This is an optimization exercise on Yosys and OpenROAD, whose aim is small area, not a production implementation. Only simulation tests tie the RTL to the original design; equivalence was not proved. Power and IR drop assume default switching activity.

## design.v

```verilog
module pm_shape #(
		parameter KIND = 0            
	) (
		input clk,
		input rst,
		input go,
		output reg [1:0] cnt,         
		output reg fin,
		output reg v1,                
		output reg v2,                
		output [4:0] t5,              
		output reg [2:0] u5,
		output [1:0] m3o,
		output [2:0] y7o
	);
	reg [1:0] m3;
	reg [2:0] y7;
	assign m3o = (KIND == 2) ? m3 : 2'd0;
	assign y7o = (KIND == 2) ? y7 : 3'd0;
	localparam N = (KIND == 0) ? 13 : (KIND == 1) ? 15 : 11;
	reg        run;       
	reg [N-1:0] T;
	assign t5 = T[4:0];
	reg f0, f1, f2, set1, set2;
	always @(*) begin
		f0 = (T[8:0] == 9'd336) && (u5 == 3'd0);             
		set1 = (T[8:0] == 9'd337) && (u5 == 3'd0);           
		case (KIND)
			0: begin  
				f1 = (T == 13'd4826) && (u5 == 3'd2);        
				set2 = (T == 13'd4827) && (u5 == 3'd2);
				f2 = v2 && (T[10:0] == 11'd86);              
			end
			1: begin  
				f1 = (T == 15'd23794);                       
				set2 = (T == 15'd23795);
				f2 = v2 && (T[10:0] == 11'd622);             
			end
			default: begin  
				f1 = (T[10:0] == 11'd84) && (m3 == 2'd0) && (y7 == 3'd0);   
				set2 = (T[10:0] == 11'd85) && (m3 == 2'd1) && (y7 == 3'd0);
				f2 = v2 && (T[10:0] == 11'd196) && (m3 == 2'd2);           
			end
		endcase
	end
	wire start = go & !run;
	always @(posedge clk) begin
		if (start) begin
			T <= {N{1'b1}}; u5 <= 3'd7; m3 <= 2'd3; y7 <= 3'd4;
		end else begin
			T <= T + 1'b1;
			if (&T[3:0]) u5 <= (u5 == 3'd4) ? 3'd0 : u5 + 1'b1;
			m3 <= (m3 == 2'd2) ? 2'd0 : m3 + 1'b1;
			if (T[0] && m3 == 2'd2) y7 <= (y7 == 3'd6) ? 3'd0 : y7 + 1'b1;
		end
		if (go) run <= 1'b1;
		if (run) begin
			if (set1) v1 <= 1'b1;
			if (set2) v2 <= 1'b1;
		end
		fin <= 1'b0;
		case (cnt)
			2'd0: if (go) cnt <= 2'd1;
			2'd1: if (f0) cnt <= 2'd2;
			2'd2: if (f1) cnt <= 2'd3;
			2'd3: if (f2) begin cnt <= 2'd0; fin <= 1'b1; end
		endcase
		if (rst) begin
			run <= 1'b0; v1 <= 1'b0; v2 <= 1'b0; cnt <= 2'd0; fin <= 1'b0;
		end
	end
endmodule
module pipe_make(
		input clk,
		input rst,
		input [2:0] colour,
		input [7:0] in_x,
		input [6:0] in_y,
		input [7:0] width,
		input [6:0] height,
		input go_draw,
		input [3:0] pipe_type,
		output finish_draw,
		output [7:0] out_x,
		output [6:0] out_y,
		output [2:0] out_colour
	);
	wire [2:0] s = (pipe_type > 4'd5) ? 3'd0 : pipe_type[2:0];
	wire [1:0] cnt [0:5];
	wire [5:0] fin, v1, v2;
	wire [4:0] t5 [0:5];
	wire [2:0] u5 [0:5];
	wire [1:0] m3 [0:5];
	wire [2:0] y7 [0:5];
	genvar i;
	generate
		for (i = 0; i < 6; i = i + 1) begin : shape
			pm_shape #(.KIND(i == 0 ? 0 : i == 1 ? 1 : 2)) u(
				.clk(clk), .rst(rst), .go(go_draw && s == i),
				.cnt(cnt[i]), .fin(fin[i]), .v1(v1[i]), .v2(v2[i]),
				.t5(t5[i]), .u5(u5[i]), .m3o(m3[i]), .y7o(y7[i]));
		end
	endgenerate
	wire [1:0] c = cnt[s];
	wire [4:0] t = t5[s];
	wire [2:0] u = u5[s];
	wire [1:0] m = m3[s];
	wire [2:0] y = y7[s];
	wire ver = (s == 3'd0);
	wire hor = (s == 3'd1);
	wire right = (s == 3'd3) || (s == 3'd5);
	wire down = (s == 3'd4) || (s == 3'd5);
	reg [6:0] j;
	reg [2:0] m6;
	reg [2:0] dx;
	reg [3:0] dy;
	reg zero, green;
	always @(*) begin
		j = 7'd0; m6 = 3'd0;
		zero = 1'b0; green = 1'b0;
		m6 = (t[0] ? 3'd3 : 3'd0) + (m == 2'd1 ? 3'd4 : m == 2'd2 ? 3'd2 : 3'd0);
		if (m6 >= 3'd6) m6 = m6 - 3'd6;
		case (c)
			2'd0: begin  
				dx = 3'd4; dy = 4'd4; green = 1'b1;
			end
			2'd1: begin  
				dx = t[2:0]; dy = {u, t[3]}; zero = (u == 3'd7);
			end
			2'd2: begin  
				zero = !v1[s]; green = v1[s];
				if (ver) begin         
					j = {u, t[3:0]} + 7'd38;
					if (j >= 7'd80) j = j - 7'd80;
					if (j >= 7'd40) j = j - 7'd40;
					dx = 3'd2 + j[1:0]; dy = j[5:2];
				end else if (hor) begin  
					j = {2'b0, t} - 7'd18;
					dx = j[2:0]; dy = 4'd3 + j[4:3];
				end else begin           
					dx = (right ? 3'd2 : 3'd0) + m6;
					dy = (down ? 4'd3 : 4'd0) + y;
				end
			end
			default: begin  
				zero = !v2[s];
				if (ver || hor) begin    
					dx = {2'b0, t[0]}; dy = 4'd0;
				end else begin           
					dx = (right ? 3'd6 : 3'd0) + m6[0];
					dy = (down ? 4'd7 : 4'd0) + ((m6 >= 3'd2) ? (m6 - 3'd2) >> 1 : (m6 + 3'd4) >> 1);
				end
			end
		endcase
	end
	wire [7:0] sx = in_x + dx;
	wire [6:0] sy = in_y + dy;
	assign finish_draw = fin[s];
	assign out_x = zero ? 8'd0 : sx;
	assign out_y = zero ? 7'd0 : sy;
	assign out_colour = {1'b0, green, 1'b0};
endmodule
```

## run.sh

```bash
#!/bin/bash
# synth_recipe.tcl (not shown) runs the flow's synth.tcl, then flattens the netlist and writes it again
# the make line also repeats each setting of config.mk as NAME=value (left out here)
make -C /OpenROAD-flow-scripts/flow DESIGN_CONFIG=/design/flow/config.mk WORK_HOME=/design/flow/orfs CLKGATE_MAP_FILE= SYNTH_SCRIPT=/design/flow/synth_recipe.tcl finish
```

## config.mk

```make
export PLATFORM = sky130hd
export DESIGN_NAME = pipe_make
export DESIGN_NICKNAME = pipe_make
export VERILOG_FILES = /design/flow/design.v
export SDC_FILE = /design/flow/constraint.sdc
export NUM_CORES = 4
export LEC_CHECK = 0
export CAP_MARGIN = 20
export CORE_MARGIN = 2
export CORE_UTILIZATION = 40
export CTS_BUF_LIST = sky130_fd_sc_hd__clkbuf_8
export CTS_CLUSTER_DIAMETER = 200
export CTS_CLUSTER_SIZE = 50
export SLEW_MARGIN = 20
```

## constraint.sdc

```tcl
create_clock -name core_clock -period 10.0 [get_ports {clk}]
set_input_delay 2.0000 -clock core_clock [delete_from_list [all_inputs] [get_ports {clk}]]
set_output_delay 2.0000 -clock core_clock [all_outputs]
set_load 0.01 [all_outputs]
```

==> results of run 1 <==
==> stage by stage <==
step	cell area, sq um	hold slack (ps)	cells
finish	10570	444.0	1500
global route	10570	468.5	1500
CTS	10510	448.4	1498
detailed placement	10080	428.4	1466
global placement	10080	422.7	1466
floorplan	9368	399.5	1141
==> area by class of cell <==
class / instances / area, sq um
Clock buffer: 18 / 247.7
Clock inverter: 14 / 178.9
Fill cell: 2243 / 12210
Inverter: 64 / 240.2
Multi-Input combinational cell: 880 / 5956
Sequential cell: 146 / 2923
Tap cell: 313 / 391.6
Timing Repair Buffer: 65 / 630.6
==> path summary, 6_finish.rpt <==
kind	start	to	slack, ps	cells after the start
hold / removal	shape[0].u.T[0]	shape[0].u.T[0]	440	1
setup reg to reg	shape[2].u.T[3]	shape[2].u.cnt[1]	7610	7
setup / recovery	pipe_type[1]	out_y[6]	370	26
hold reg to reg	shape[0].u.T[0]	shape[0].u.T[0]	440	1
==> power breakdown <==
part	switching, mW	internal [mW]
Combinational	0.662	0.606
Sequential	0.335	0.810
Clock	0.243	0.257
Total	1.24	1.67
==> routing by layer <==
metal | vias up | wire [microns] | global-route usage (%) | share of wire (%)
li1 | 4124 | - | - | -
met1 | 3790 | 11700 | 27.48 | 49
met2 | 185 | 10130 | 29.85 | 43
met3 | 30 | 1274 | 3.442 | 5.4
met4 | 0 | 535 | 6.335 | 2.3
met5 | - | 0 | 0 | 0
==> logic make-up after synthesis <==
kind of cell             after synthesis
other                                  1
XOR/XNOR                              65
AND/OR/NAND/NOR                      472
adder cells (fa/ha/maj)               80
AO/OA/AOI/OAI                        238
flip-flops                           146
multiplexers                          23
buffers and inverters                115
==> timing repair <==
item,CTS,global route
resized for setup,0,6
hold buffers,0,0
hold endpoints to repair,0,0
setup endpoints to repair,0,4
setup buffers,0,1
==> placed cells by master, fill, tap and decap left out, types with 17 or more instances in the layout <==
master / count
xnor2_1: 34
clkbuf_8: 18
mux2i_1: 17
and3_1: 28
inv_1: 62
dfxtp_1: 146
clkdlybuf4s50_1: 36
nor2_1: 91
ha_1: 76
a31oi_1: 21
buf_4: 24
nand2_1: 149
nand4_1: 17
nand3_1: 57
xor2_1: 30
nor3_1: 20
a21oi_1: 55
o21ai_0: 54
nand2b_1: 20
==> flip-flops by register name, summed over array words and instances, names as in the netlist <==
| register | flops |
|---|---|
| shape.u.v1 | 6 |
| shape.u.T | 72 |
| shape.u.v2 | 6 |
| shape.u.cnt | 12 |
| shape.u.m3 | 8 |
| shape.u.run | 6 |
| shape.u.u5 | 18 |
| shape.u.y7 | 12 |
| shape.u.fin | 6 |
==> run_results.csv, run 1 <==
group,metric,value,unit
status,outcome,"finished clean",
flow_run,maxCapViolations,0,
timing,fin_skew,10.77,ps
route,wirelength,23640,microns
synth,synth-xor-area-share,6.080,%
floorplanning,die_h,157.0,microns
clocking,cts_buffers,17,
synth,syn_area,0.009364,sq mm
grt,grt_first_pass_wirelength,38140,microns
synth,yosysMostFrequentCell,"nand2_1",
synth,synthTopCellsByCount,"nand2_1, dfxtp_1, nor2_1",
clocking,cts_tree,"built",
worst_setup_path,cp_slowest_cell,"clkdlybuf4s50_1",
floorplanning,core_area,0.02278,sq mm
placement,place_congestion,0.8590,
synth,async_reset_ff_share,0,%
grt,grtUsageTotal,19.41,%
route,vias,8129,
grt,grt_pass1_vias,7392,
timing,fin_crit_sh,96.33,%
floorplanning,pin_count,59,
synth,synth.top_cells.by_area,"dfxtp_1, ha_1, nand2_1",
timing,final.setup.worst_slack,367.5,ps
route,vias_per_cell,5.419,
clocking,cts_sinks,146,
synth,yosysWarnings,4,
floorplanning,dieArea,0.02465,sq mm
worst_setup_path,arrival,7630,ps
worst_setup_path,worstPathRequired,8000,ps
timing,relSlewSlack,44.17,%
synth,avgSynthCellArea,8.214,sq um
cells_and_area,diodes,0,
timing,fin_tns_setup,0,ps
synth,synth_seq_cells,146,
synth,synthFlopType,"dfxtp_1",
timing,tightestPinTransition,829.8,ps
route,post-route-drc-count,0,
placement,hpwlAfterDp,17640,microns
timing,finalSetupViolCount,0,
clocking,clkSlewWorstSetupHoldPaths,80,ps
grt,antenna_found_initial,0,
synth,synth_top_area_share,31.21,%
timing,final-hold-violation-count,0,
placement,numPortBuffers,38,
worst_setup_path,crit_family,"adder cells",
worst_setup_path,crit_fanout,30,
synth,synth_compound_area_share,17.57,%
synth,synth-edff-count,0,
route,detail_route.first_pass.iterations,5,
grt,grt-ovfl-total,0,
floorplanning,die_x,157.0,microns
floorplanning,rows,55,
floorplanning,start_util,41.11,%
power_and_ir_drop,ir_worst_vdd,0.1172,mV
synth,yosys-mux-area-fraction,2.539,%
clocking,h-tree-depth,4,
synth,synth_fa_ha_area_share,11.01,%
cells_and_area,drive_gt1_share,8.425,%
worst_setup_path,critPathBufInv,3,
worst_setup_path,worstSetupPathType,"in -> out",
cells_and_area,area_delta_synth_final,12.85,%
worst_setup_path,slowest_delay,530,ps
placement,dp_slack,156.6,ps
worst_setup_path,start_kind,"input port",
hold_path,worstHoldPathType,"reg -> reg",
clocking,clkLatencyLatePin,450,ps
synth,yosysTopAreaCell,"dfxtp_1",
synth,synth_top_family_by_area,"simple AND/OR/NAND/NOR gates",
timing,fmax,103.8,MHz
clocking,cts_root_buf,"clkbuf_8",
power_and_ir_drop,power_per_cell_area,275.6,mW/mm^2
synth,yosysSeqAreaShare,31.21,%
timing,slew_violations,0,
route,drt-wirelength-per-cell,15.76,microns
route,drt-initial-drc-count,446,
worst_setup_path,end_kind,"output port",
clocking,clk_path_buf_depth,2,
cells_and_area,fin_nets,1294,
synth,ys_types,87,
route,ant_nets,0,
power_and_ir_drop,finalPower,2.913,mW
timing,period_needed,9633,ps
synth,yosys.area_share.simple,26.08,%
power_and_ir_drop,leakage,4.291,nW
synth,syn-instance-count,1140,
cells_and_area,post-route-util,46.39,%
grt,grt_max_degree,43,
==> run 2: changes to the inputs <==
--- a/config.mk
+++ b/config.mk
@@ -9,6 +9,3 @@
 export CORE_MARGIN = 2
 export CORE_UTILIZATION = 40
-export CTS_BUF_LIST = sky130_fd_sc_hd__clkbuf_8
-export CTS_CLUSTER_DIAMETER = 200
-export CTS_CLUSTER_SIZE = 50
 export SLEW_MARGIN = 20
==> run_results.csv, run 2 <==
group,metric,value,unit
synth,synth-edff-count,0,
timing,fmax,103.7,MHz
timing,finalSetupViolCount,0,
synth,yosysMostFrequentCell,"nand2_1",
clocking,ctsHoldBuffers,0,
synth,yosysWarnings,4,
cells_and_area,biggestRegsByFlops,"shape.u.T: 72 flops, shape.u.u5: 18 flops",
timing,relSlewSlack,45.25,%
route,vias,8135,
worst_setup_path,end_kind,"output port",
floorplanning,start_util,41.11,%
cells_and_area,area_delta_synth_final,14.90,%
cells_and_area,mostFrequentLayoutCells,"nand2_1, dfxtp_1, nor2_1",
synth,ys_types,87,
floorplanning,die_h,157.0,microns
synth,synth_fa_ha_area_share,11.01,%
power_and_ir_drop,ir_worst_vdd,0.1154,mV
synth,synth-xor-area-share,6.080,%
clocking,cts_buffers,17,
synth,syn_area,0.009364,sq mm
cells_and_area,drive_gt1_share,8.425,%
hold_path,hold_start,"shape[0].u.T[0]",
synth,synth_top_family_by_area,"simple AND/OR/NAND/NOR gates",
synth,synth_top_area_share,31.21,%
floorplanning,core_area,0.02278,sq mm
synth,yosys-mux-area-fraction,2.539,%
hold_path,worstHoldPathType,"reg -> reg",
clocking,clk_path_buf_depth,2,
timing,tightestPinTransition,813.8,ps
synth,synthTopCellsByCount,"nand2_1, dfxtp_1, nor2_1",
route,drt-initial-drc-count,461,
placement,place_congestion,0.8590,
route,detail_route.first_pass.iterations,5,
synth,synth_compound_area_share,17.57,%
timing,fin_tns_setup,0,ps
worst_setup_path,rr_startpoint,"shape[2].u.T[3]",
timing,fin_skew,8.192,ps
synth,yosysTopAreaCell,"dfxtp_1",
grt,antenna_found_initial,0,
worst_setup_path,r2r_cells,7,
floorplanning,die_x,157.0,microns
route,vias_per_cell,5.423,
floorplanning,dieArea,0.02465,sq mm
synth,avgSynthCellArea,8.214,sq um
cells_and_area,top_register,"shape.u.T",
grt,grt_pass1_vias,7397,
worst_setup_path,crit_start,"pipe_type[1]",
synth,async_reset_ff_share,0,%
route,drt-wirelength-per-cell,15.81,microns
power_and_ir_drop,leakage,4.374,nW
clocking,cts_root_buf,"clkbuf_16",
cells_and_area,fin_nets,1294,
cells_and_area,nFillCells,2219,
cells_and_area,layout_commonest_cell,"nand2_1",
worst_setup_path,worstSetupPathType,"in -> out",
placement,numPortBuffers,38,
worst_setup_path,crit_fanout,30,
power_and_ir_drop,power_per_cell_area,286.9,mW/mm^2
synth,synth.top_cells.by_area,"dfxtp_1, ha_1, nand2_1",
grt,grt_first_pass_wirelength,38250,microns
power_and_ir_drop,finalPower,3.087,mW
synth,yosysSeqAreaShare,31.21,%
synth,yosys.area_share.simple,26.08,%
cells_and_area,diodes,0,
synth,synth_seq_cells,146,
grt,grt_max_degree,43,
timing,period_needed,9645,ps
route,wirelength,23720,microns
status,outcome,"finished clean",
worst_setup_path,arrival,7650,ps
cells_and_area,multi_input_area,0.005956,sq mm
clocking,clkLatencyLatePin,430,ps
clocking,clkSlewWorstSetupHoldPaths,60,ps
timing,final-hold-violation-count,0,
grt,grtUsageTotal,19.51,%
grt,grt-ovfl-total,0,
route,ant_nets,0,
timing,slew_violations,0,
synth,synthFlopType,"dfxtp_1",
timing,fin_hold_ws,436.5,ps
worst_setup_path,worstPathRequired,8000,ps
floorplanning,pin_count,59,
route,post-route-drc-count,0,
clocking,cts_sinks,146,
synth,syn-instance-count,1140,
flow_run,maxCapViolations,0,
cells_and_area,regArea,0.002923,sq mm
placement,hpwlAfterDp,17640,microns
clocking,h-tree-depth,4,
floorplanning,rows,55,
timing,fin_crit_sh,96.45,%
clocking,cts_tree,"built",
hold_path,hold_depth,1,
cells_and_area,largest_reg_flops,72,
worst_setup_path,start_kind,"input port",
## run 2: path summary, 6_finish.rpt
check	end	slack (ps)
hold / removal	shape[0].u.T[0]	440
hold reg to reg	shape[0].u.T[0]	440
setup reg to reg	shape[2].u.cnt[1]	7610
setup / recovery	out_y[6]	350
## run 2: area by class of cell
type                       instances  share of cell area [%]
multi-input combinational        880                   55.36
clock buffer                      19                   4.117
sequential                       146                   27.17
timing repair buffer              65                   5.861
tap                              313                   3.640
clock inverter                    13                   1.628
inverter                          64                   2.233
## run 2: power by group
group | leakage (nW) | switching [mW] | internal [mW] | total, mW
registers | 1.22 | 0.336 | 0.811 | 1.15
logic | 2.86 | 0.664 | 0.607 | 1.27
clock network | 0.295 | 0.265 | 0.403 | 0.668
## run 2: metrics by stage
stage / instance area (sq um) / instances / setup WS [ps] / util (%)
after global placement: 10080 / 1466 / 210.7 / 44.26
after CTS: 10700 / 1498 / 137.5 / 46.97
after detailed placement: 10080 / 1466 / 156.6 / 44.26
final: 10760 / 1500 / 355.0 / 47.23
after global routing: 10760 / 1500 / -5.292 / 47.23
after floorplan: 9368 / 1141 / 1187 / -
## run 2: repair_timing
action / CTS / global route
setup endpoints to repair: 0 / 4
buffers inserted: 0 / 1
gates resized for setup: 0 / 6
## run 2: kinds of logic after synthesis
family	after synthesis
simple gates	472
compound gates	238
flops	146
buf+inv	115
fa+ha+maj	80
xor+xnor	65
mux	23
other cells	1
## run 2: layer usage
| layer | part of all wire, % | vias up | global-route usage, % |
|---|---|---|---|
| met1 | 49 | 3788 | 27.36 |
| met4 | 3.6 | 0 | 9.305 |
| met5 | 0 | - | 0 |
| met2 | 43 | 176 | 29.22 |
| met3 | 4.8 | 39 | 3.056 |
| li1 | - | 4132 | - |
## run 2: worst max-delay path, stage by stage
cell and delay (ps):
clkdlybuf4s50_1 500, buf_12 200, nor4b_2 80, a222oi_1 410, o211ai_1 190, ha_1 370
a21oi_2 180, xnor2_2 120, ha_1 210, nand2_1 70, nand2_1 70, xnor2_1 130
ha_1 210, fa_1 480, nand2_1 50, mux2i_1 160, a22oi_2 100, o41a_1 460
fa_1 410, nor2b_1 160, o21ai_0 90, nand2b_1 110, nand3_1 100, xor2_1 150
nor2_1 80, clkdlybuf4s50_1 530
==> run 3: changes to the inputs <==
==> flow/run.sh (new file) <==
#!/bin/bash
# Own layout flow: the standard ORFS flow with three changes to how the
# layout is made:
#  - synthesis leaves adders to ABC instead of mapping them to the library's
#    half/full adder cells first (ADDER_MAP_FILE empty); registers, their
#    names and cell types are the same as in the standard synthesis;
#  - the port buffers are the smallest buffer (buf_1) instead of a delay cell;
#  - clock tree synthesis uses clkbuf_8 and no dummy loads.
set -euo pipefail
bash standard.sh \
  ADDER_MAP_FILE= \
  "BUFFER_PORTS_ARGS=-buffer_cell sky130_fd_sc_hd__buf_1" \
  "CTS_ARGS=-sink_clustering_enable -repair_clock_nets -buf_list sky130_fd_sc_hd__clkbuf_8 -dont_use_dummy_load -sink_clustering_size 40 -sink_clustering_max_diameter 150" \
  finish > flow_make.log 2>&1
==> standard.sh (new file) <==
#!/bin/bash
# synth_recipe.tcl (not shown) runs the flow's synth.tcl, then flattens the netlist and writes it again
# the make line also repeats each setting of config.mk as NAME=value (left out here)
make -C /OpenROAD-flow-scripts/flow DESIGN_CONFIG=/design/flow/config.mk WORK_HOME=/design/flow/orfs CLKGATE_MAP_FILE= SYNTH_SCRIPT=/design/flow/synth_recipe.tcl "${@:-finish}"
removed: run.sh
==> run_results.csv, run 3 <==
group,metric,value,unit
route,drt-initial-drc-count,563,
hold_path,worstHoldPathType,"reg -> reg",
synth,syn_area,0.008104,sq mm
clocking,clkSlewWorstSetupHoldPaths,60,ps
clocking,cts_sinks,146,
synth,yosysMostFrequentCell,"dfxtp_1",
worst_setup_path,r2r_cells,9,
route,vias,7267,
synth,synth.top_cells.by_area,"dfxtp_1, nand2_1, nor2_1",
synth,synthFlopType,"dfxtp_1",
timing,tightestPinTransition,927.2,ps
timing,finalSetupViolCount,0,
power_and_ir_drop,power_per_cell_area,249.7,mW/mm^2
route,wirelength,20650,microns
power_and_ir_drop,p_clk_share,15.9,%
placement,hpwlAfterDp,15250,microns
power_and_ir_drop,pwr-share-seq,50.5,%
clocking,clkLatencyLatePin,470,ps
clocking,cts_setup_buffers,0,
cells_and_area,area_delta_synth_final,6.562,%
cells_and_area,diodes,0,
timing,fin_skew,28.30,ps
power_and_ir_drop,p_comb_share,33.6,%
grt,grt_max_degree,37,
worst_setup_path,reg2reg_setup_slack,7610,ps
grt,antenna_found_initial,0,
route,wl_met2,8882,microns
timing,final.setup.worst_slack,1889,ps
placement,place_congestion,0.9643,
floorplanning,start_util,40.44,%
route,post-route-drc-count,0,
grt,grt-ovfl-total,0,
power_and_ir_drop,ir_worst_vdd,0.08411,mV
cells_and_area,layout_commonest_cell,"dfxtp_1",
floorplanning,die_x,146.3,microns
worst_setup_path,worstSetupPathType,"in -> out",
route,met1_length,10010,microns
power_and_ir_drop,power_switching,0.8728,mW
placement,placed_area,0.008402,sq mm
power_and_ir_drop,swShare,40.47,%
timing,slew_violations,0,
timing,fin_tns_setup,0,ps
grt,grt_first_pass_wirelength,34040,microns
clocking,clk_path_buf_depth,2,
floorplanning,rows,52,
route,detail_route.first_pass.iterations,6,
cells_and_area,final_area,0.008636,sq mm
route,routed.top_layer,"met4",
flow_run,maxCapViolations,0,
synth,yosysSeqAreaShare,36.07,%
worst_setup_path,end_kind,"output port",
synth,avgSynthCellArea,8.064,sq um
synth,synthTopCellsByCount,"dfxtp_1, nand2_1, nor2_1",
grt,grtUsageTotal,19.65,%
floorplanning,die_h,146.3,microns
worst_setup_path,reg2reg_to,"shape[1].u.T[12]",
synth,async_reset_ff_share,0,%
floorplanning,pin_count,59,
synth,ys_types,88,
cells_and_area,drive_gt1_share,6.373,%
worst_setup_path,start_kind,"input port",
route,drt-wirelength-per-cell,16.01,microns
synth,yosysWarnings,4,
cells_and_area,biggestRegsByFlops,"shape.u.T: 72 flops, shape.u.u5: 18 flops",
worst_setup_path,arrival,6110,ps
timing,fin_hold_ws,473.2,ps
floorplanning,core_area,0.02004,sq mm
clocking,h-tree-depth,4,
floorplanning,dieArea,0.02141,sq mm
synth,yosysTopAreaCell,"dfxtp_1",
timing,rsz0062_at_grt,"false",
cells_and_area,mostFrequentLayoutCells,"dfxtp_1, nand2_1, nor2_1",
power_and_ir_drop,leakage,3.211,nW
worst_setup_path,crit_fanout,29,
synth,synth_top_area_share,36.07,%
placement,numPortBuffers,38,
timing,fin_crit_sh,81.11,%
synth,synth-edff-count,0,
power_and_ir_drop,p_int,1.284,mW
synth,synth_seq_cells,146,
worst_setup_path,crit_end,"out_y[5]",
route,vias_per_cell,5.633,
placement,dp_slack,1963,ps
timing,final-hold-violation-count,0,
clocking,cts_buffers,17,
timing,relSlewSlack,38.19,%
route,ant_nets,0,
status,outcome,"finished clean",
timing,period_needed,8111,ps
route,dr_wl_met3,1255,microns
clocking,cts_resized,0,
worst_setup_path,crit_start,"pipe_type[0]",
cells_and_area,nFillCells,2088,
worst_setup_path,worstPathRequired,8000,ps
clocking,cts_tree,"built",
synth,syn-instance-count,1005,
worst_setup_path,rr_startpoint,"shape[1].u.T[1]",
cells_and_area,post-route-util,43.09,%
clocking,ctsHoldBuffers,0,
cells_and_area,top_register,"shape.u.T",
clocking,cts_root_buf,"clkbuf_8",
cells_and_area,fin_nets,1062,
timing,fmax,123.3,MHz
grt,grt_pass1_vias,6616,
cells_and_area,largest_reg_flops,72,
-- run 3: cell families after synthesis --
family	Yosys count	share of synthesized area, %
AOI/OAI and AO/OA	243	19.76
xor gates and xnor gates	55	6.037
adders and majority gates	5	0.6639
buffers and inverters	70	3.937
DFF	146	36.07
muxes	32	4.524
other	1	0.04627
and+or+nand+nor	453	28.96
-- run 3: how the worst min path moves through the flow --
stage | from | end | slack, ps | cells after the start
after floorplan | shape[3].u.T[0] | shape[3].u.T[0] | 400 | 1
after global placement | shape[1].u.run | shape[1].u.run | 450 | 2
after detailed placement | shape[1].u.run | shape[1].u.run | 460 | 2
after CTS | shape[1].u.run | shape[1].u.run | 480 | 2
after global routing | shape[5].u.run | shape[5].u.run | 510 | 2
final | shape[1].u.run | shape[1].u.run | 470 | 2
-- run 3: through the flow --
stage | power, mW | std cells
after global placement | 1.803 | 1273
after floorplan | 1.600 | 1006
after detailed placement | 1.817 | 1273
final | 2.157 | 1290
after CTS | 2.167 | 1290
after global routing | 2.329 | 1290
-- run 3: cell type report --
class	instances	area [sq um]	share of cell area (%)
Timing Repair Buffer	44	188.9	2.188
Multi-Input combinational cell	790	4866	56.35
Clock buffer	17	234.0	2.709
Inverter	23	86.33	0.9997
Tap cell	270	337.8	3.912
Sequential cell	146	2923	33.85
-- run 3: critical path, cell delays in order --
cell       delay (ps)
clkbuf_2          520
buf_4             340
or3_1             150
and2_1            560
o221ai_1          400
or3_1             430
nor2_1            190
a2111oi_4          70
a211oi_2          380
a21o_1            220
nand4_1           120
a21boi_1          220
mux2_1            350
buf_1             130
-- run 3: metal layers --
layer | vias to the layer above | GRT usage (%)
li1 | 3643 | -
met3 | 32 | 5.063
met4 | 0 | 6.602
met5 | - | 0
met1 | 3399 | 27.50
met2 | 193 | 29.53
-- run 3: power by group through the flow --
stage	sequential [mW]	combinational, mW	clock, mW
final	1.09	0.725	0.343
after global routing	1.13	0.816	0.381
after CTS	1.08	0.726	0.356
after detailed placement	1.10	0.721	0
after global placement	1.09	0.709	0
after floorplan	0.983	0.617	0
==> run 4: changes to the inputs <==
--- a/flow/run.sh
+++ b/flow/run.sh
@@ -11,4 +11,4 @@
   ADDER_MAP_FILE= \
   "BUFFER_PORTS_ARGS=-buffer_cell sky130_fd_sc_hd__buf_1" \
-  "CTS_ARGS=-sink_clustering_enable -repair_clock_nets -buf_list sky130_fd_sc_hd__clkbuf_8 -dont_use_dummy_load -sink_clustering_size 40 -sink_clustering_max_diameter 150" \
+  "CTS_ARGS=-sink_clustering_enable -repair_clock_nets -buf_list sky130_fd_sc_hd__clkbuf_8 -dont_use_dummy_load" \
   finish > flow_make.log 2>&1
==> run_results.csv, run 4 <==
group,metric,value,unit
status,outcome,"finished clean",
clocking,cts_setup_buffers,0,
clocking,h-tree-depth,4,
timing,finalSetupViolCount,0,
cells_and_area,post-route-util,43.09,%
timing,fin_crit_sh,81.11,%
clocking,cts_root_buf,"clkbuf_8",
clocking,clk_path_buf_depth,2,
worst_setup_path,arrival,6110,ps
hold_path,hold_start,"shape[1].u.run",
grt,grtUsageTotal,19.65,%
timing,tightestPinTransition,927.2,ps
synth,synthTopCellsByCount,"dfxtp_1, nand2_1, nor2_1",
synth,syn_area,0.008104,sq mm
floorplanning,rows,52,
synth,ys_types,88,
floorplanning,die_x,146.3,microns
placement,dp_slack,1963,ps
worst_setup_path,r2r_cells,9,
grt,grt-ovfl-total,0,
route,detail_route.first_pass.iterations,6,
grt,grt_max_degree,37,
synth,avgSynthCellArea,8.064,sq um
floorplanning,die_h,146.3,microns
floorplanning,start_util,40.44,%
timing,fmax,123.3,MHz
synth,async_reset_ff_share,0,%
cells_and_area,biggestRegsByFlops,"shape.u.T: 72 flops, shape.u.u5: 18 flops",
route,ant_nets,0,
clocking,cts_resized,0,
clocking,cts_buffers,17,
hold_path,worstHoldPathType,"reg -> reg",
clocking,clkSlewWorstSetupHoldPaths,60,ps
timing,relSlewSlack,38.19,%
route,drt-wirelength-per-cell,16.01,microns
timing,rsz0062_at_grt,"false",
cells_and_area,top_register,"shape.u.T",
flow_run,maxCapViolations,0,
power_and_ir_drop,power_per_cell_area,249.7,mW/mm^2
clocking,cts_sinks,146,
timing,final-hold-violation-count,0,
worst_setup_path,rr_startpoint,"shape[1].u.T[1]",
synth,syn-instance-count,1005,
worst_setup_path,worstSetupPathType,"in -> out",
synth,yosysSeqAreaShare,36.07,%
cells_and_area,area_delta_synth_final,6.562,%
synth,yosysWarnings,4,
cells_and_area,layout_commonest_cell,"dfxtp_1",
floorplanning,pin_count,59,
cells_and_area,largest_reg_flops,72,
timing,fin_skew,28.30,ps
worst_setup_path,reg2reg_to,"shape[1].u.T[12]",
synth,synthFlopType,"dfxtp_1",
cells_and_area,nFillCells,2088,
worst_setup_path,crit_fanout,29,
synth,yosysMostFrequentCell,"dfxtp_1",
power_and_ir_drop,leakage,3.211,nW
cells_and_area,mostFrequentLayoutCells,"dfxtp_1, nand2_1, nor2_1",
worst_setup_path,worstPathRequired,8000,ps
timing,fin_tns_setup,0,ps
power_and_ir_drop,ir_worst_vdd,0.08411,mV
hold_path,hold_depth,2,
grt,grt_first_pass_wirelength,34040,microns
clocking,clkLatencyLatePin,470,ps
placement,hpwlAfterDp,15250,microns
worst_setup_path,end_kind,"output port",
synth,synth_seq_cells,146,
clocking,cts_tree,"built",
grt,antenna_found_initial,0,
route,drt-initial-drc-count,563,
route,vias,7267,
cells_and_area,diodes,0,
timing,final.setup.worst_slack,1889,ps
timing,period_needed,8111,ps
worst_setup_path,reg2reg_setup_slack,7610,ps
worst_setup_path,crit_start,"pipe_type[0]",
route,post-route-drc-count,0,
route,vias_per_cell,5.633,
floorplanning,dieArea,0.02141,sq mm
synth,synth-edff-count,0,
route,wirelength,20650,microns
synth,synth.top_cells.by_area,"dfxtp_1, nand2_1, nor2_1",
hold_path,whs_endpoint,"shape[1].u.run",
placement,place_congestion,0.9643,
synth,synth_top_area_share,36.07,%
synth,yosysTopAreaCell,"dfxtp_1",
cells_and_area,drive_gt1_share,6.373,%
floorplanning,core_area,0.02004,sq mm
placement,numPortBuffers,38,
grt,grt_pass1_vias,6616,
timing,slew_violations,0,
worst_setup_path,start_kind,"input port",
clocking,ctsHoldBuffers,0,
cells_and_area,fin_nets,1062,
[run 4: cell counts after synthesis]
Identical to the previous run, type by type.
[run 4: area by class of cell]
type                       instances  area (sq um)  share of cell area (%)
multi-input combinational        790          4866                   56.35
sequential                       146          2923                   33.85
tap                              270         337.8                   3.912
clock buffer                      17         234.0                   2.709
timing repair buffer              44         188.9                   2.188
inverter                          23         86.33                  0.9997
[run 4: worst max path at each step]
stage               slack [ps]       end
global placement          1970  out_y[5]
finish                    1890  out_y[5]
detailed placement        1960  out_y[5]
floorplan                 3240  out_y[5]
CTS                       1940  out_y[5]
global route              1550  out_y[5]
[run 4: worst max-delay path: stages]
cell and delay, ps:
clkbuf_2 520, buf_4 340, or3_1 150, and2_1 560, o221ai_1 400, or3_1 430, nor2_1 190, a2111oi_4 70
a211oi_2 380, a21o_1 220, nand4_1 120, a21boi_1 220, mux2_1 350, buf_1 130
[run 4: routing by layer]
layer | up-vias | share of wire, % | track usage, %
met3 | 32 | 6.1 | 5.063
met5 | - | 0 | 0
li1 | 3643 | - | -
met2 | 193 | 43 | 29.53
met4 | 0 | 2.4 | 6.602
met1 | 3399 | 48 | 27.50
[run 4: cell families (layout without fill, tap and decap cells)]
| family | Yosys count | after routing | share of synthesized area (%) |
|---|---|---|---|
| AOI/OAI and AO/OA | 243 | 243 | 19.76 |
| and+or+nand+nor | 453 | 453 | 28.96 |
| buffers and inverters | 70 | 84 | 3.937 |
| adders and majority gates | 5 | 5 | 0.6639 |
| other | 1 | 2 | 0.04627 |
| xor gates and xnor gates | 55 | 55 | 6.037 |
| muxes | 32 | 32 | 4.524 |
| DFF | 146 | 146 | 36.07 |
[run 4: power breakdown]
part | switching [mW] | internal, mW | total, mW
combinational | 0.387 | 0.338 | 0.725
sequential | 0.292 | 0.796 | 1.09
clock | 0.194 | 0.150 | 0.343
[run 4: metrics by stage]
stage | hold WS (ps) | area [sq um] | power, mW | cells
after floorplan | 402.9 | 8108 | 1.600 | 1006
after global placement | 448.5 | 8402 | 1.803 | 1273
after detailed placement | 463.4 | 8402 | 1.817 | 1273
after CTS | 477.2 | 8636 | 2.167 | 1290
after global routing | 514.8 | 8636 | 2.329 | 1290
final | 473.2 | 8636 | 2.157 | 1290
==> run 5: changes to the inputs <==
--- a/design.v
+++ b/design.v
@@ -7,6 +7,6 @@
 		output reg [1:0] cnt,         
 		output reg fin,
-		output reg v1,                
-		output reg v2,                
+		output v1,                    
+		output v2,                    
 		output [4:0] t5,              
 		output reg [2:0] u5,
@@ -19,5 +19,8 @@
 	assign y7o = (KIND == 2) ? y7 : 3'd0;
 	localparam N = (KIND == 0) ? 13 : (KIND == 1) ? 15 : 11;
-	reg        run;       
+	reg [1:0]  ph;
+	wire run = (ph != 2'd0);
+	assign v1 = ph[1];
+	assign v2 = (ph == 2'd3);
 	reg [N-1:0] T;
 	assign t5 = T[4:0];
@@ -54,9 +57,10 @@
 			if (T[0] && m3 == 2'd2) y7 <= (y7 == 3'd6) ? 3'd0 : y7 + 1'b1;
 		end
-		if (go) run <= 1'b1;
-		if (run) begin
-			if (set1) v1 <= 1'b1;
-			if (set2) v2 <= 1'b1;
-		end
+		case (ph)
+			2'd0: if (go) ph <= 2'd1;
+			2'd1: if (set1) ph <= 2'd2;
+			2'd2: if (set2) ph <= 2'd3;
+			default: ;
+		endcase
 		fin <= 1'b0;
 		case (cnt)
@@ -67,5 +71,5 @@
 		endcase
 		if (rst) begin
-			run <= 1'b0; v1 <= 1'b0; v2 <= 1'b0; cnt <= 2'd0; fin <= 1'b0;
+			ph <= 2'd0; cnt <= 2'd0; fin <= 1'b0;
 		end
 	end
==> flow/run.sh (replaced) <==
#!/bin/bash
# Own layout flow: the standard ORFS flow (standard.sh) with these changes
# to how the layout is made:
#  - synthesis (flow/synth.tcl) is the standard synthesis script, but
#    adders are left to ABC instead of being mapped to the library's adder
#    cells first (ADDER_MAP_FILE empty), and ABC uses an area-oriented script;
#    registers, their names and cell types are those of the standard synthesis;
#  - the port buffers are the smallest buffer (buf_1) instead of a delay cell;
#  - clock tree synthesis uses clkbuf_8 and no dummy loads.
# The make output goes to flow_make.log; each ORFS step logs to orfs/logs/.
set -euo pipefail
export OWN_WORK_DIR="$(pwd)"
export OWN_FLOW_DIR="$(pwd)/flow"
bash standard.sh \
  SYNTH_SCRIPT="$OWN_FLOW_DIR/synth.tcl" \
  ADDER_MAP_FILE= \
  "BUFFER_PORTS_ARGS=-buffer_cell sky130_fd_sc_hd__buf_1" \
  "CTS_ARGS=-sink_clustering_enable -repair_clock_nets -buf_list sky130_fd_sc_hd__clkbuf_4 -root_buf sky130_fd_sc_hd__clkbuf_16 -dont_use_dummy_load" \
  finish > flow_make.log 2>&1
==> flow/abc_area.script (new file) <==
strash
&get -n
&st
&dc2
&dch -f
&nf -a -R 1000
&st
&dc2
&dch -f
&nf -a -R 1000
&st
&dc2
&dch -f
&nf -a -R 1000
&put
==> flow/synth.tcl (new file) <==
# The standard synthesis (synth_recipe.tcl, which sources ORFS's synth.tcl
# and then flattens and renames), with one change: ABC maps the logic with an
# area-oriented script (flow/abc_area.script). Registers are mapped before
# ABC runs, so their count, names and cells are the standard synthesis's.
proc abc {args} {
  set i [lsearch -exact $args -script]
  if {$i >= 0} { lset args [expr {$i + 1}] $::env(OWN_FLOW_DIR)/abc_area.script }
  yosys abc {*}$args
}
source $::env(OWN_WORK_DIR)/synth_recipe.tcl
==> run_results.csv, run 5 <==
group,metric,value,unit
floorplanning,core_area,0.01724,sq mm
synth,yosysSeqAreaShare,39.91,%
timing,final-hold-violation-count,0,
synth,async_reset_ff_share,0,%
timing,slew_violations,0,
route,post-route-drc-count,0,
cells_and_area,top_register,"shape.u.T",
synth,syn-instance-count,906,
grt,grtUsageTotal,20.60,%
worst_setup_path,start_kind,"input port",
route,vias_per_cell,5.689,
timing,fmax,106.4,MHz
cells_and_area,layout.cells.non_filler,1197,
worst_setup_path,end_kind,"output port",
placement,place_congestion,0.9976,
power_and_ir_drop,finalPower,2.065,mW
worst_setup_path,critPathBufInv,3,
floorplanning,rows,48,
timing,finalSetupViolCount,0,
clocking,cts_tree,"built",
worst_setup_path,worstSetupPathType,"in -> out",
floorplanning,start_util,40.74,%
worst_setup_path,arrival,7400,ps
placement,numPortBuffers,38,
hold_path,worstHoldPathType,"reg -> reg",
clocking,clk_path_buf_depth,2,
cells_and_area,layout_commonest_cell,"nand2_1",
timing,tightestPinTransition,675.5,ps
synth,synth-edff-count,0,
flow_run,maxCapViolations,0,
route,ant_nets,0,
grt,grt-ovfl-total,0,
synth,syn_area,0.007022,sq mm
clocking,ctsHoldBuffers,0,
floorplanning,dieArea,0.01863,sq mm
cells_and_area,nFillCells,1785,
grt,grt_pass1_vias,5842,
synth,synth_top_area_share,39.91,%
timing,fin_skew,39.29,ps
synth,synthFlopType,"dfxtp_1",
timing,rsz0062_at_grt,"false",
worst_setup_path,crit_fanout,8,
power_and_ir_drop,ir_worst_vdd,0.1347,mV
timing,fin_hold_ws,482.7,ps
route,drt-initial-drc-count,644,
worst_setup_path,worstPathRequired,8000,ps
placement,place_inst,1180,
grt,grt_first_pass_wirelength,29950,microns
route,wirelength,18850,microns
timing,fin_crit_sh,93.97,%
cells_and_area,post-route-util,44.66,%
power_and_ir_drop,power_per_cell_area,268.2,mW/mm^2
worst_setup_path,crit_family,"simple AND/OR/NAND/NOR gates",
cells_and_area,drive_gt1_share,3.601,%
floorplanning,die_h,136.5,microns
cells_and_area,largest_reg_flops,72,
power_and_ir_drop,leakage,2.859,nW
timing,fin_tns_setup,0,ps
cells_and_area,mostFrequentLayoutCells,"nand2_1, dfxtp_1, nor2_1",
placement,hpwlAfterDp,14060,microns
worst_setup_path,cpMostUsedCell,"nand2_1",
route,drt-wirelength-per-cell,15.74,microns
clocking,h-tree-depth,4,
clocking,cts_setup_buffers,0,
status,outcome,"finished clean",
synth,ys_types,45,
synth,synth.top_cells.by_area,"dfxtp_1, nand2_1, o21ai_0",
worst_setup_path,cp_slowest_cell,"nor3_4",
clocking,cts_buffers,17,
cells_and_area,area_delta_synth_final,9.622,%
grt,antenna_found_initial,0,
cells_and_area,fin_nets,1014,
floorplanning,pin_count,59,
route,vias,6810,
cells_and_area,diodes,0,
clocking,clkLatencyLatePin,390,ps
grt,grt_max_degree,30,
clocking,clkSlewWorstSetupHoldPaths,70,ps
cells_and_area,biggestRegsByFlops,"shape.u.T: 72 flops, shape.u.u5: 18 flops",
timing,period_needed,9397,ps
floorplanning,die_x,136.5,microns
synth,avgSynthCellArea,7.750,sq um
synth,yosysMostFrequentCell,"nand2_1",
synth,yosysWarnings,4,
synth,synthTopCellsByCount,"nand2_1, dfxtp_1, nor2_1",
synth,yosysTopAreaCell,"dfxtp_1",
synth,synth_seq_cells,140,
timing,relSlewSlack,54.62,%
clocking,cts_sinks,140,
worst_setup_path,slowest_delay,380,ps
clocking,cts_root_buf,"clkbuf_16",
route,detail_route.first_pass.iterations,7,
run 5: cell count changes after synthesis, sizes merged, moves of 15 or more:
cell	before	now
nand2	112	154
clkbuf	29	0
mux2i	22	0
inv	23	0
buf	18	3
clkinv	0	20
a21oi	74	51
run 5: power by group:
part	internal, mW	switching, mW	leakage [nW]
logic	0.324	0.372	1.61
clock network	0.0930	0.171	0.0859
registers	0.779	0.326	1.17
run 5: logic make-up (layout without fill, tap and decap cells):
family | after synthesis | count (layout) | synth area share [%]
and+or+nand+nor | 457 | 457 | 31.49
AOI/OAI and AO/OA | 231 | 231 | 20.42
DFF | 140 | 140 | 39.91
xor gates and xnor gates | 54 | 54 | 6.736
buffers and inverters | 23 | 88 | 1.390
other | 1 | 2 | 0.05341
run 5: per-stage QoR:
stage	instance area (sq um)	setup slack [ps]
final	7697	602.7
after global routing	7697	8.461
after CTS	7670	258.1
after detailed placement	7525	292.2
after global placement	7525	431.7
after floorplan	7025	993.8
run 5: layout make-up:
class                           count  area, sq um  share of cell area (%)
Tap cell                          225        281.5                   3.657
Timing Repair Buffer               51        240.2                   3.121
Clock buffer                       17        145.1                   1.886
Sequential cell                   140         2803                   36.41
Multi-Input combinational cell    744         4153                   53.95
Inverter                           20        75.07                  0.9753
run 5: final timing paths:
kind                                          end  slack [ps]              from  cells after the start
worst max register to register  shape[3].u.cnt[0]        7500   shape[3].u.T[8]                      8
worst min-delay path             shape[1].u.T[14]         480  shape[1].u.T[14]                      1
worst min register to register   shape[1].u.T[14]         480  shape[1].u.T[14]                      1
worst max-delay path                     out_y[6]         600      pipe_type[1]                     31
run 5: per-layer routing:
metal  global-route usage (%)  routed length [microns]
met2                    30.69                     8328
met1                    28.61                     8830
met3                    4.667                     1206
met5                        0                        0
met4                    8.565                      481
run 5: worst register-to-register path, stage by stage, from the launching register on:
cell,delay (ps)
dfxtp_1,380
nor3_1,180
nand3b_1,110
or3_1,330
or4_1,490
a22oi_1,250
a21boi_0,280
nor2_1,70
a311oi_1,300
run 5: timing repair:
item / in CTS / in global routing
resized for setup: 0 / 7
endpoints found under the hold margin: 0 / 0
endpoints found under the setup margin: 0 / 3
==> run 6: changes to the inputs <==
--- a/flow/run.sh
+++ b/flow/run.sh
@@ -16,4 +16,4 @@
   ADDER_MAP_FILE= \
   "BUFFER_PORTS_ARGS=-buffer_cell sky130_fd_sc_hd__buf_1" \
-  "CTS_ARGS=-sink_clustering_enable -repair_clock_nets -buf_list sky130_fd_sc_hd__clkbuf_4 -root_buf sky130_fd_sc_hd__clkbuf_16 -dont_use_dummy_load" \
+  "CTS_ARGS=-sink_clustering_enable -repair_clock_nets -buf_list sky130_fd_sc_hd__clkbuf_4 sky130_fd_sc_hd__clkbuf_8 -root_buf sky130_fd_sc_hd__clkbuf_16 -dont_use_dummy_load" \
   finish > flow_make.log 2>&1
==> run_results.csv, run 6 <==
group,metric,value,unit
status,outcome,"aborted with a tool error",
status,lastStage,"4_1_cts",
status,error_line,"[ERROR STA-0564] clock_tree_synthesis positional arguments not supported.",
floorplanning,rows,48,
placement,place_inst,1180,
synth,yosysSeqAreaShare,39.91,%
synth,synth_top_area_share,39.91,%
placement,numPortBuffers,38,
synth,yosysMostFrequentCell,"nand2_1",
synth,yosysTopAreaCell,"dfxtp_1",
synth,syn-instance-count,906,
synth,yosysWarnings,4,
synth,avgSynthCellArea,7.750,sq um
synth,ys_types,45,
floorplanning,die_x,136.5,microns
synth,synthFlopType,"dfxtp_1",
floorplanning,die_h,136.5,microns
synth,synth.top_cells.by_area,"dfxtp_1, nand2_1, o21ai_0",
synth,synthTopCellsByCount,"nand2_1, dfxtp_1, nor2_1",
synth,synth_seq_cells,140,
synth,async_reset_ff_share,0,%
floorplanning,start_util,40.74,%
placement,place_congestion,0.9976,
placement,hpwlAfterDp,14060,microns
synth,synth-edff-count,0,
synth,syn_area,0.007022,sq mm
floorplanning,pin_count,59,
==> run 6: cell counts after synthesis <==
Identical to the previous run, type by type.
==> run 6: worst max path at each step <==
stage                       startpoint  slack [ps]       end  depth (start not counted)
after floorplan           pipe_type[1]         990  out_y[6]                         28
after global placement    pipe_type[1]         430  out_y[6]                         31
after detailed placement  pipe_type[1]         290  out_y[6]                         31
==> run 6: power groups by stage <==
stage          clock, mW  sequential [mW]  combinational, mW
2_1_floorplan          0            0.987              0.572
3_3_place_gp           0             1.11              0.679
3_5_place_dp           0             1.11              0.692
==> run 6: logic make-up after synthesis <==
kind of cell	Yosys count	share of synthesized area (%)
AND/OR/NAND/NOR	457	31.49
AO/OA/AOI/OAI	231	20.42
flip-flops	140	39.91
XOR/XNOR	54	6.736
buffers and inverters	23	1.390
other	1	0.05341
==> run 6: per-stage QoR <==
| step | instance area (sq um) | hold WS (ps) | setup WS [ps] |
|---|---|---|---|
| 2_1_floorplan | 7025 | 420.4 | 993.8 |
| 3_3_place_gp | 7525 | 459.0 | 431.7 |
| 3_5_place_dp | 7525 | 468.4 | 292.2 |
==> run 7: changes to the inputs <==
--- a/flow/run.sh
+++ b/flow/run.sh
@@ -16,4 +16,4 @@
   ADDER_MAP_FILE= \
   "BUFFER_PORTS_ARGS=-buffer_cell sky130_fd_sc_hd__buf_1" \
-  "CTS_ARGS=-sink_clustering_enable -repair_clock_nets -buf_list sky130_fd_sc_hd__clkbuf_4 sky130_fd_sc_hd__clkbuf_8 -root_buf sky130_fd_sc_hd__clkbuf_16 -dont_use_dummy_load" \
+  "CTS_ARGS=-sink_clustering_enable -repair_clock_nets -buf_list {sky130_fd_sc_hd__clkbuf_4 sky130_fd_sc_hd__clkbuf_8} -root_buf sky130_fd_sc_hd__clkbuf_16 -dont_use_dummy_load" \
   finish > flow_make.log 2>&1
==> run_results.csv, run 7 <==
group,metric,value,unit
status,outcome,"finished clean",
placement,place_congestion,0.9976,
cells_and_area,mostFrequentLayoutCells,"nand2_1, dfxtp_1, nor2_1",
cells_and_area,biggestRegsByFlops,"shape.u.T: 72 flops, shape.u.u5: 18 flops",
route,ant_nets,0,
synth,ys_types,45,
grt,grt-ovfl-total,0,
cells_and_area,drive_gt1_share,3.601,%
worst_setup_path,critPathBufInv,3,
timing,fin_crit_sh,94.08,%
floorplanning,core_area,0.01724,sq mm
flow_run,maxCapViolations,0,
timing,fin_tns_setup,0,ps
clocking,cts_tree,"built",
worst_setup_path,cp_slowest_cell,"nor3_4",
route,wirelength,18930,microns
cells_and_area,regArea,0.002803,sq mm
synth,synth_top_area_share,39.91,%
floorplanning,dieArea,0.01863,sq mm
timing,slew_violations,0,
timing,final.setup.worst_slack,591.9,ps
grt,grt_pass1_vias,5839,
worst_setup_path,arrival,7410,ps
worst_setup_path,slowest_delay,370,ps
floorplanning,pin_count,59,
cells_and_area,multi_input_area,0.004153,sq mm
synth,yosysWarnings,4,
worst_setup_path,start_kind,"input port",
timing,final-hold-violation-count,0,
synth,syn_area,0.007022,sq mm
clocking,clkSlewWorstSetupHoldPaths,50,ps
clocking,cts_buffers,17,
clocking,clkLatencyLatePin,380,ps
timing,period_needed,9408,ps
cells_and_area,top_register,"shape.u.T",
timing,tightestPinTransition,667.3,ps
grt,grtUsageTotal,20.58,%
timing,rsz0062_at_grt,"false",
worst_setup_path,cpMostUsedCell,"nand2_1",
floorplanning,die_h,136.5,microns
route,post-route-drc-count,0,
cells_and_area,diodes,0,
cells_and_area,largest_reg_flops,72,
clocking,cts_root_buf,"clkbuf_16",
cells_and_area,layout.cells.non_filler,1197,
grt,grt_max_degree,30,
synth,async_reset_ff_share,0,%
cells_and_area,layout_commonest_cell,"nand2_1",
worst_setup_path,crit_family,"simple AND/OR/NAND/NOR gates",
cells_and_area,nFillCells,1769,
placement,numPortBuffers,38,
hold_path,worstHoldPathType,"reg -> reg",
timing,fmax,106.3,MHz
synth,synth-edff-count,0,
cells_and_area,post-route-util,45.24,%
cells_and_area,fin_nets,1014,
route,drt-initial-drc-count,637,
route,vias,6789,
worst_setup_path,worstPathRequired,8000,ps
worst_setup_path,crit_fanout,8,
synth,synthFlopType,"dfxtp_1",
clocking,cts_sinks,140,
synth,synthTopCellsByCount,"nand2_1, dfxtp_1, nor2_1",
route,vias_per_cell,5.672,
clocking,h-tree-depth,4,
synth,yosysSeqAreaShare,39.91,%
route,drt-wirelength-per-cell,15.81,microns
cells_and_area,area_delta_synth_final,11.05,%
cells_and_area,final_area,0.007797,sq mm
synth,yosysMostFrequentCell,"nand2_1",
placement,placed_area,0.007525,sq mm
worst_setup_path,end_kind,"output port",
floorplanning,die_x,136.5,microns
placement,hpwlAfterDp,14060,microns
floorplanning,start_util,40.74,%
power_and_ir_drop,leakage,2.900,nW
clocking,clk_path_buf_depth,2,
synth,synth.top_cells.by_area,"dfxtp_1, nand2_1, o21ai_0",
grt,grt_first_pass_wirelength,29990,microns
synth,synth_seq_cells,140,
clocking,ctsHoldBuffers,0,
synth,yosysTopAreaCell,"dfxtp_1",
timing,finalSetupViolCount,0,
route,detail_route.first_pass.iterations,7,
power_and_ir_drop,ir_worst_vdd,0.1397,mV
floorplanning,rows,48,
timing,relSlewSlack,55.17,%
power_and_ir_drop,power_per_cell_area,275.0,mW/mm^2
timing,fin_skew,25.93,ps
synth,avgSynthCellArea,7.750,sq um
timing,fin_hold_ws,479.7,ps
grt,antenna_found_initial,0,
placement,dp_slack,292.2,ps
worst_setup_path,worstSetupPathType,"in -> out",
power_and_ir_drop,finalPower,2.144,mW
synth,syn-instance-count,906,
placement,place_inst,1180,
-- run 7: cell counts after synthesis --
No cell type changed its count.
-- run 7: worst paths after layout --
path | end | slack (ps) | from | cells past startpoint
min | shape[1].u.T[14] | 480 | shape[1].u.T[14] | 1
max | out_y[6] | 590 | pipe_type[1] | 31
min reg2reg | shape[1].u.T[14] | 480 | shape[1].u.T[14] | 1
max reg2reg | shape[3].u.cnt[0] | 7520 | shape[3].u.T[8] | 8
-- run 7: power breakdown --
part | switching [mW] | internal, mW | leakage [nW]
registers | 0.325 | 0.780 | 1.17
logic | 0.373 | 0.324 | 1.61
clock network | 0.182 | 0.160 | 0.127
total | 0.880 | 1.26 | 2.90
-- run 7: metal layers --
metal / up-vias / GRT usage, % / share of wire [%]
li1: 3423 / - / -
met1: 3142 / 28.57 / 47
met2: 189 / 30.86 / 44
met3: 35 / 5.111 / 6.3
met4: 0 / 7.523 / 2.6
met5: - / 0 / 0
-- run 7: repair_timing --
| item | in CTS | in global routing |
|---|---|---|
| endpoints found under the setup margin | 0 | 3 |
| gates resized for setup | 0 | 7 |
| buffers inserted | 0 | 0 |
-- run 7: layout make-up --
class,count,area share (%)
timing repair buffer,51,3.081
multi-input combinational,744,53.26
sequential,140,35.94
inverter,20,0.9628
clock buffer,17,3.145
tap,225,3.610
-- run 7: kinds of logic (layout without fill, tap and decap cells) --
logic type             count (synthesis)  after routing  share of synthesized area (%)
AO/OA/AOI/OAI                        231            231                          20.42
XOR/XNOR                              54             54                          6.736
buffers and inverters                 23             88                          1.390
flip-flops                           140            140                          39.91
other                                  1              2                        0.05341
AND/OR/NAND/NOR                      457            457                          31.49
-- run 7: worst reg2reg max path: cells and delay by family, from the launching register on --
family | cells | cell delay, ps
AO/OA/AOI/OAI | 3 | 820
flip-flops | 1 | 360
AND/OR/NAND/NOR | 5 | 1180
==> run 8: changes to the inputs <==
--- a/flow/run.sh
+++ b/flow/run.sh
@@ -16,4 +16,4 @@
   ADDER_MAP_FILE= \
   "BUFFER_PORTS_ARGS=-buffer_cell sky130_fd_sc_hd__buf_1" \
-  "CTS_ARGS=-sink_clustering_enable -repair_clock_nets -buf_list {sky130_fd_sc_hd__clkbuf_4 sky130_fd_sc_hd__clkbuf_8} -root_buf sky130_fd_sc_hd__clkbuf_16 -dont_use_dummy_load" \
+  "CTS_ARGS=-sink_clustering_enable -repair_clock_nets -buf_list sky130_fd_sc_hd__clkbuf_8 -dont_use_dummy_load" \
   finish > flow_make.log 2>&1
==> run_results.csv, run 8 <==
group,metric,value,unit
clocking,cts_tree,"built",
cells_and_area,area_delta_synth_final,10.89,%
floorplanning,core_area,0.01724,sq mm
synth,yosysMostFrequentCell,"nand2_1",
cells_and_area,layout_commonest_cell,"nand2_1",
grt,antenna_found_initial,0,
grt,grt_pass1_vias,5839,
grt,globalRouteMet2Util,30.86,%
grt,grt_max_degree,30,
cells_and_area,biggestRegsByFlops,"shape.u.T: 72 flops, shape.u.u5: 18 flops",
route,vias_per_cell,5.675,
timing,fin_tns_setup,0,ps
synth,syn-instance-count,906,
route,post-route-drc-count,0,
worst_setup_path,worstSetupPathType,"in -> out",
hold_path,hold_depth,1,
cells_and_area,largest_reg_flops,72,
worst_setup_path,start_kind,"input port",
floorplanning,rows,48,
clocking,ctsHoldBuffers,0,
clocking,cts_sinks,140,
floorplanning,die_h,136.5,microns
route,vias,6793,
grt,grtUsageTotal,20.58,%
timing,final-hold-violation-count,0,
synth,synth.top_cells.by_area,"dfxtp_1, nand2_1, o21ai_0",
cells_and_area,nFillCells,1768,
clocking,clk_path_buf_depth,2,
power_and_ir_drop,power_per_cell_area,274.0,mW/mm^2
cells_and_area,regArea,0.002803,sq mm
route,ant_nets,0,
clocking,cts_buffers,17,
power_and_ir_drop,leakage,2.895,nW
cells_and_area,post-route-util,45.17,%
worst_setup_path,worstPathRequired,8000,ps
power_and_ir_drop,ir_worst_vdd,0.1396,mV
timing,fin_crit_sh,94.29,%
synth,synthFlopType,"dfxtp_1",
synth,ys_types,45,
clocking,h-tree-depth,4,
timing,rsz0062_at_grt,"false",
placement,numPortBuffers,38,
worst_setup_path,crit_fanout,8,
grt,grt_first_pass_wirelength,29990,microns
cells_and_area,drive_gt1_share,3.601,%
placement,place_congestion,0.9976,
synth,synth_top_area_share,39.91,%
route,drt-initial-drc-count,637,
hold_path,hold_start,"shape[1].u.T[14]",
timing,slew_violations,0,
worst_setup_path,crit_family,"simple AND/OR/NAND/NOR gates",
grt,use_met3,5.111,%
grt,use_met1,28.57,%
timing,period_needed,9429,ps
cells_and_area,mostFrequentLayoutCells,"nand2_1, dfxtp_1, nor2_1",
floorplanning,die_x,136.5,microns
timing,fin_skew,26.49,ps
timing,fmax,106.1,MHz
placement,placed_area,0.007525,sq mm
worst_setup_path,end_kind,"output port",
cells_and_area,top_register,"shape.u.T",
synth,synthTopCellsByCount,"nand2_1, dfxtp_1, nor2_1",
synth,yosysSeqAreaShare,39.91,%
synth,avgSynthCellArea,7.750,sq um
grt,grt-ovfl-total,0,
worst_setup_path,cp_slowest_cell,"nor3_4",
synth,synth-edff-count,0,
synth,async_reset_ff_share,0,%
placement,hpwlAfterDp,14060,microns
cells_and_area,diodes,0,
clocking,cts_root_buf,"clkbuf_8",
power_and_ir_drop,finalPower,2.133,mW
floorplanning,start_util,40.74,%
timing,tightestPinTransition,667.3,ps
worst_setup_path,slowest_delay,390,ps
worst_setup_path,reg2reg_to,"shape[3].u.cnt[0]",
worst_setup_path,critPathBufInv,3,
worst_setup_path,arrival,7430,ps
flow_run,maxCapViolations,0,
route,drt-wirelength-per-cell,15.81,microns
route,wirelength,18920,microns
cells_and_area,final_area,0.007786,sq mm
clocking,clkLatencyLatePin,460,ps
synth,yosysWarnings,4,
route,detail_route.first_pass.iterations,5,
worst_setup_path,r2r_cells,8,
synth,synth_seq_cells,140,
worst_setup_path,reg2reg_setup_slack,7530,ps
hold_path,whs_endpoint,"shape[1].u.T[14]",
worst_setup_path,rr_startpoint,"shape[3].u.T[8]",
worst_setup_path,cpMostUsedCell,"nand2_1",
timing,finalSetupViolCount,0,
cells_and_area,fin_nets,1014,
cells_and_area,multi_input_area,0.004153,sq mm
synth,yosysTopAreaCell,"dfxtp_1",
grt,grt.busiest_layer,"met2",
clocking,clkSlewWorstSetupHoldPaths,50,ps
floorplanning,dieArea,0.01863,sq mm
hold_path,worstHoldPathType,"reg -> reg",
status,outcome,"finished clean",
timing,relSlewSlack,55.17,%
floorplanning,pin_count,59,
synth,syn_area,0.007022,sq mm
==> run 8: cell types whose count changed in the layout (fill, tap and decap cells not counted) <==
cell / previous run / this run
clkbuf_8: 16 / 17
clkbuf_16: 1 / 0
==> run 8: final cells by class <==
class	instances	share of cell area, %
multi-input combinational	744	53.33
sequential	140	36.00
tap	225	3.616
timing repair buffer	51	3.085
clock buffer	17	3.005
inverter	20	0.9642
==> run 8: where the power goes <==
| part | switching [mW] | internal, mW |
|---|---|---|
| logic | 0.373 | 0.324 |
| clock network | 0.183 | 0.149 |
| registers | 0.324 | 0.780 |
| total | 0.880 | 1.25 |
==> run 8: per-layer routing <==
metal  part of all wire [%]  up-vias
li1                       -     3419
met1                     47     3159
met2                     44      182
met3                    6.1       33
met4                    2.6        0
met5                      0        -
==> run 8: timing repair <==
| item | in CTS | in global routing |
|---|---|---|
| gates resized for setup | 0 | 7 |
| endpoints found under the setup margin | 0 | 3 |
| buffers inserted | 0 | 0 |
==> run 8: cells by family after synthesis <==
kind of cell,Yosys count,synth area share [%]
simple gates,457,31.49
xor+xnor,54,6.736
compound gates,231,20.42
buf+inv,23,1.390
other cells,1,0.05341
flops,140,39.91
==> run 8: worst max-delay path by stage <==
stage                  from        to  slack (ps)  cells after the start
4_1_cts        pipe_type[1]  out_y[6]         260                     31
3_5_place_dp   pipe_type[1]  out_y[6]         290                     31
2_1_floorplan  pipe_type[1]  out_y[6]         990                     28
5_1_grt        pipe_type[1]  out_y[6]           8                     30
3_3_place_gp   pipe_type[1]  out_y[6]         430                     31
6_report       pipe_type[1]  out_y[6]         570                     31
==> run 8: through the flow <==
step / hold slack (ps) / cells / worst slack (ps)
CTS: 478.4 / 1197 / 258.1
floorplan: 420.4 / 907 / 993.8
global placement: 459.0 / 1180 / 431.7
finish: 480.0 / 1197 / 570.8
global route: 506.0 / 1197 / 8.461
detailed placement: 468.4 / 1180 / 292.2
==> run 9: changes to the inputs <==
--- a/config.mk
+++ b/config.mk
@@ -6,6 +6,6 @@
 export NUM_CORES = 4
 export LEC_CHECK = 0
-export CAP_MARGIN = 20
+export CAP_MARGIN = 5
 export CORE_MARGIN = 2
 export CORE_UTILIZATION = 40
-export SLEW_MARGIN = 20
+export SLEW_MARGIN = 5
==> run_results.csv, run 9 <==
group,metric,value,unit
status,outcome,"finished clean",
route,drt-initial-drc-count,637,
synth,avgSynthCellArea,7.750,sq um
cells_and_area,post-route-util,45.17,%
worst_setup_path,slowest_delay,390,ps
timing,relSlewSlack,55.17,%
clocking,clkLatencyLatePin,460,ps
power_and_ir_drop,finalPower,2.133,mW
clocking,cts_root_buf,"clkbuf_8",
placement,place_congestion,0.9976,
grt,grt_max_degree,30,
synth,yosysMostFrequentCell,"nand2_1",
cells_and_area,diodes,0,
route,routed.top_layer,"met4",
worst_setup_path,end_kind,"output port",
power_and_ir_drop,leakage,2.895,nW
clocking,ctsHoldBuffers,0,
timing,period_needed,9429,ps
clocking,cts_tree,"built",
timing,final-hold-violation-count,0,
floorplanning,rows,48,
worst_setup_path,worstPathRequired,8000,ps
route,vias_per_cell,5.675,
timing,fin_tns_setup,0,ps
worst_setup_path,critPathBufInv,3,
placement,hpwlAfterDp,14060,microns
synth,synthFlopType,"dfxtp_1",
cells_and_area,top_register,"shape.u.T",
floorplanning,die_x,136.5,microns
synth,synthTopCellsByCount,"nand2_1, dfxtp_1, nor2_1",
cells_and_area,layout.cells.non_filler,1197,
placement,place_inst,1180,
worst_setup_path,arrival,7430,ps
route,met1_length,8944,microns
cells_and_area,fin_nets,1014,
cells_and_area,regArea,0.002803,sq mm
grt,antenna_found_initial,0,
cells_and_area,mostFrequentLayoutCells,"nand2_1, dfxtp_1, nor2_1",
synth,synth-edff-count,0,
synth,yosysSeqAreaShare,39.91,%
route,dr_wl_met3,1148,microns
synth,synth_top_area_share,39.91,%
flow_run,maxCapViolations,0,
clocking,clk_path_buf_depth,2,
synth,syn_area,0.007022,sq mm
cells_and_area,final_area,0.007786,sq mm
grt,grt_pass1_vias,5839,
worst_setup_path,cp_slowest_cell,"nor3_4",
route,detail_route.first_pass.iterations,5,
grt,grt-ovfl-total,0,
clocking,cts_resized,0,
floorplanning,die_h,136.5,microns
timing,fin_crit_sh,94.29,%
hold_path,worstHoldPathType,"reg -> reg",
grt,grt_first_pass_wirelength,29990,microns
route,drt-wirelength-per-cell,15.81,microns
cells_and_area,layout_commonest_cell,"nand2_1",
cells_and_area,nFillCells,1768,
placement,numPortBuffers,38,
cells_and_area,largest_reg_flops,72,
timing,rsz0062_at_grt,"false",
clocking,cts_buffers,17,
timing,finalSetupViolCount,0,
synth,syn-instance-count,906,
worst_setup_path,crit_fanout,8,
clocking,h-tree-depth,4,
worst_setup_path,crit_family,"simple AND/OR/NAND/NOR gates",
floorplanning,core_area,0.01724,sq mm
synth,yosysWarnings,4,
floorplanning,dieArea,0.01863,sq mm
cells_and_area,biggestRegsByFlops,"shape.u.T: 72 flops, shape.u.u5: 18 flops",
synth,ys_types,45,
timing,fmax,106.1,MHz
power_and_ir_drop,ir_worst_vdd,0.1396,mV
placement,dp_slack,292.2,ps
clocking,cts_setup_buffers,0,
worst_setup_path,start_kind,"input port",
floorplanning,start_util,40.74,%
cells_and_area,multi_input_area,0.004153,sq mm
timing,final.setup.worst_slack,570.8,ps
route,ant_nets,0,
power_and_ir_drop,power_per_cell_area,274.0,mW/mm^2
timing,slew_violations,0,
clocking,cts_sinks,140,
timing,fin_hold_ws,480.0,ps
placement,placed_area,0.007525,sq mm
clocking,clkSlewWorstSetupHoldPaths,50,ps
cells_and_area,area_delta_synth_final,10.89,%
route,vias,6793,
worst_setup_path,cpMostUsedCell,"nand2_1",
timing,tightestPinTransition,667.3,ps
route,wl_met2,8329,microns
route,wirelength,18920,microns
synth,synth_seq_cells,140,
route,post-route-drc-count,0,
worst_setup_path,worstSetupPathType,"in -> out",
timing,fin_skew,26.49,ps
floorplanning,pin_count,59,
synth,async_reset_ff_share,0,%
cells_and_area,drive_gt1_share,3.601,%
grt,grtUsageTotal,20.58,%
synth,synth.top_cells.by_area,"dfxtp_1, nand2_1, o21ai_0",
synth,yosysTopAreaCell,"dfxtp_1",
==> run 9: final timing paths <==
kind,start,end,slack (ps),cells after the start
max reg2reg,shape[3].u.T[8],shape[3].u.cnt[0],7530,8
min,shape[1].u.T[14],shape[1].u.T[14],480,1
max,pipe_type[1],out_y[6],570,31
min reg2reg,shape[1].u.T[14],shape[1].u.T[14],480,1
==> run 9: metal layers <==
| layer | up-vias | global-route usage, % |
|---|---|---|
| li1 | 3419 | - |
| met1 | 3159 | 28.57 |
| met2 | 182 | 30.86 |
| met3 | 33 | 5.111 |
| met4 | 0 | 7.523 |
| met5 | - | 0 |
==> run 9: final cells by class <==
cell class	count	area share [%]
clock buffers	17	3.005
well taps	225	3.616
multi-input cells	744	53.33
repair buffers	51	3.085
flip-flops and latches	140	36.00
inverters	20	0.9642
==> run 9: kinds of logic after synthesis <==
kind of cell / share of synthesized area (%)
flip-flops: 39.91
AO/OA/AOI/OAI: 20.42
XOR/XNOR: 6.736
other: 0.05341
buffers and inverters: 1.390
AND/OR/NAND/NOR: 31.49
==> run 9: power by group <==
group,internal [mW],switching [mW]
combinational,0.324,0.373
clock,0.149,0.183
sequential,0.780,0.324

## afterwards: timing with drivers on the ports
How much do the figures lean on ideal ports? The routed layouts below were timed once more, with nothing changed but the port constraints.
Step 1 sets driving cells, clkbuf_16 on the clock port and buf_2 on the other inputs (assumed; they add their load-dependent delay and slew).
Step 2 also shifts input and output timing later by t, the mid clock arrival at the registers, as if the neighbouring blocks saw the same clock.
Three values: no drivers, after step 1, after step 2; two values: the first two.
| run | t (ns) | slack for setup (ns) | cell pins on the clock port's net |
|---|---|---|---|
| run 1 | 0.494 | 0.367 / 0.343 / 0.343 | 1 |
| run 2 | 0.472 | 0.355 / 0.330 / 0.330 | 1 |
| run 3 | 0.495 | 1.889 / 1.849 / 1.849 | 1 |
| run 4 | 0.495 | 1.889 / 1.849 / 1.849 | 1 |
| run 5 | 0.407 | 0.603 / 0.552 / 0.552 | 1 |
| run 7 | 0.408 | 0.592 / 0.540 / 0.540 | 1 |
| run 8 | 0.485 | 0.571 / 0.519 / 0.519 | 1 |
| run 9 | 0.485 | 0.571 / 0.519 / 0.519 | 1 |
After both steps every run listed still meets setup and hold.
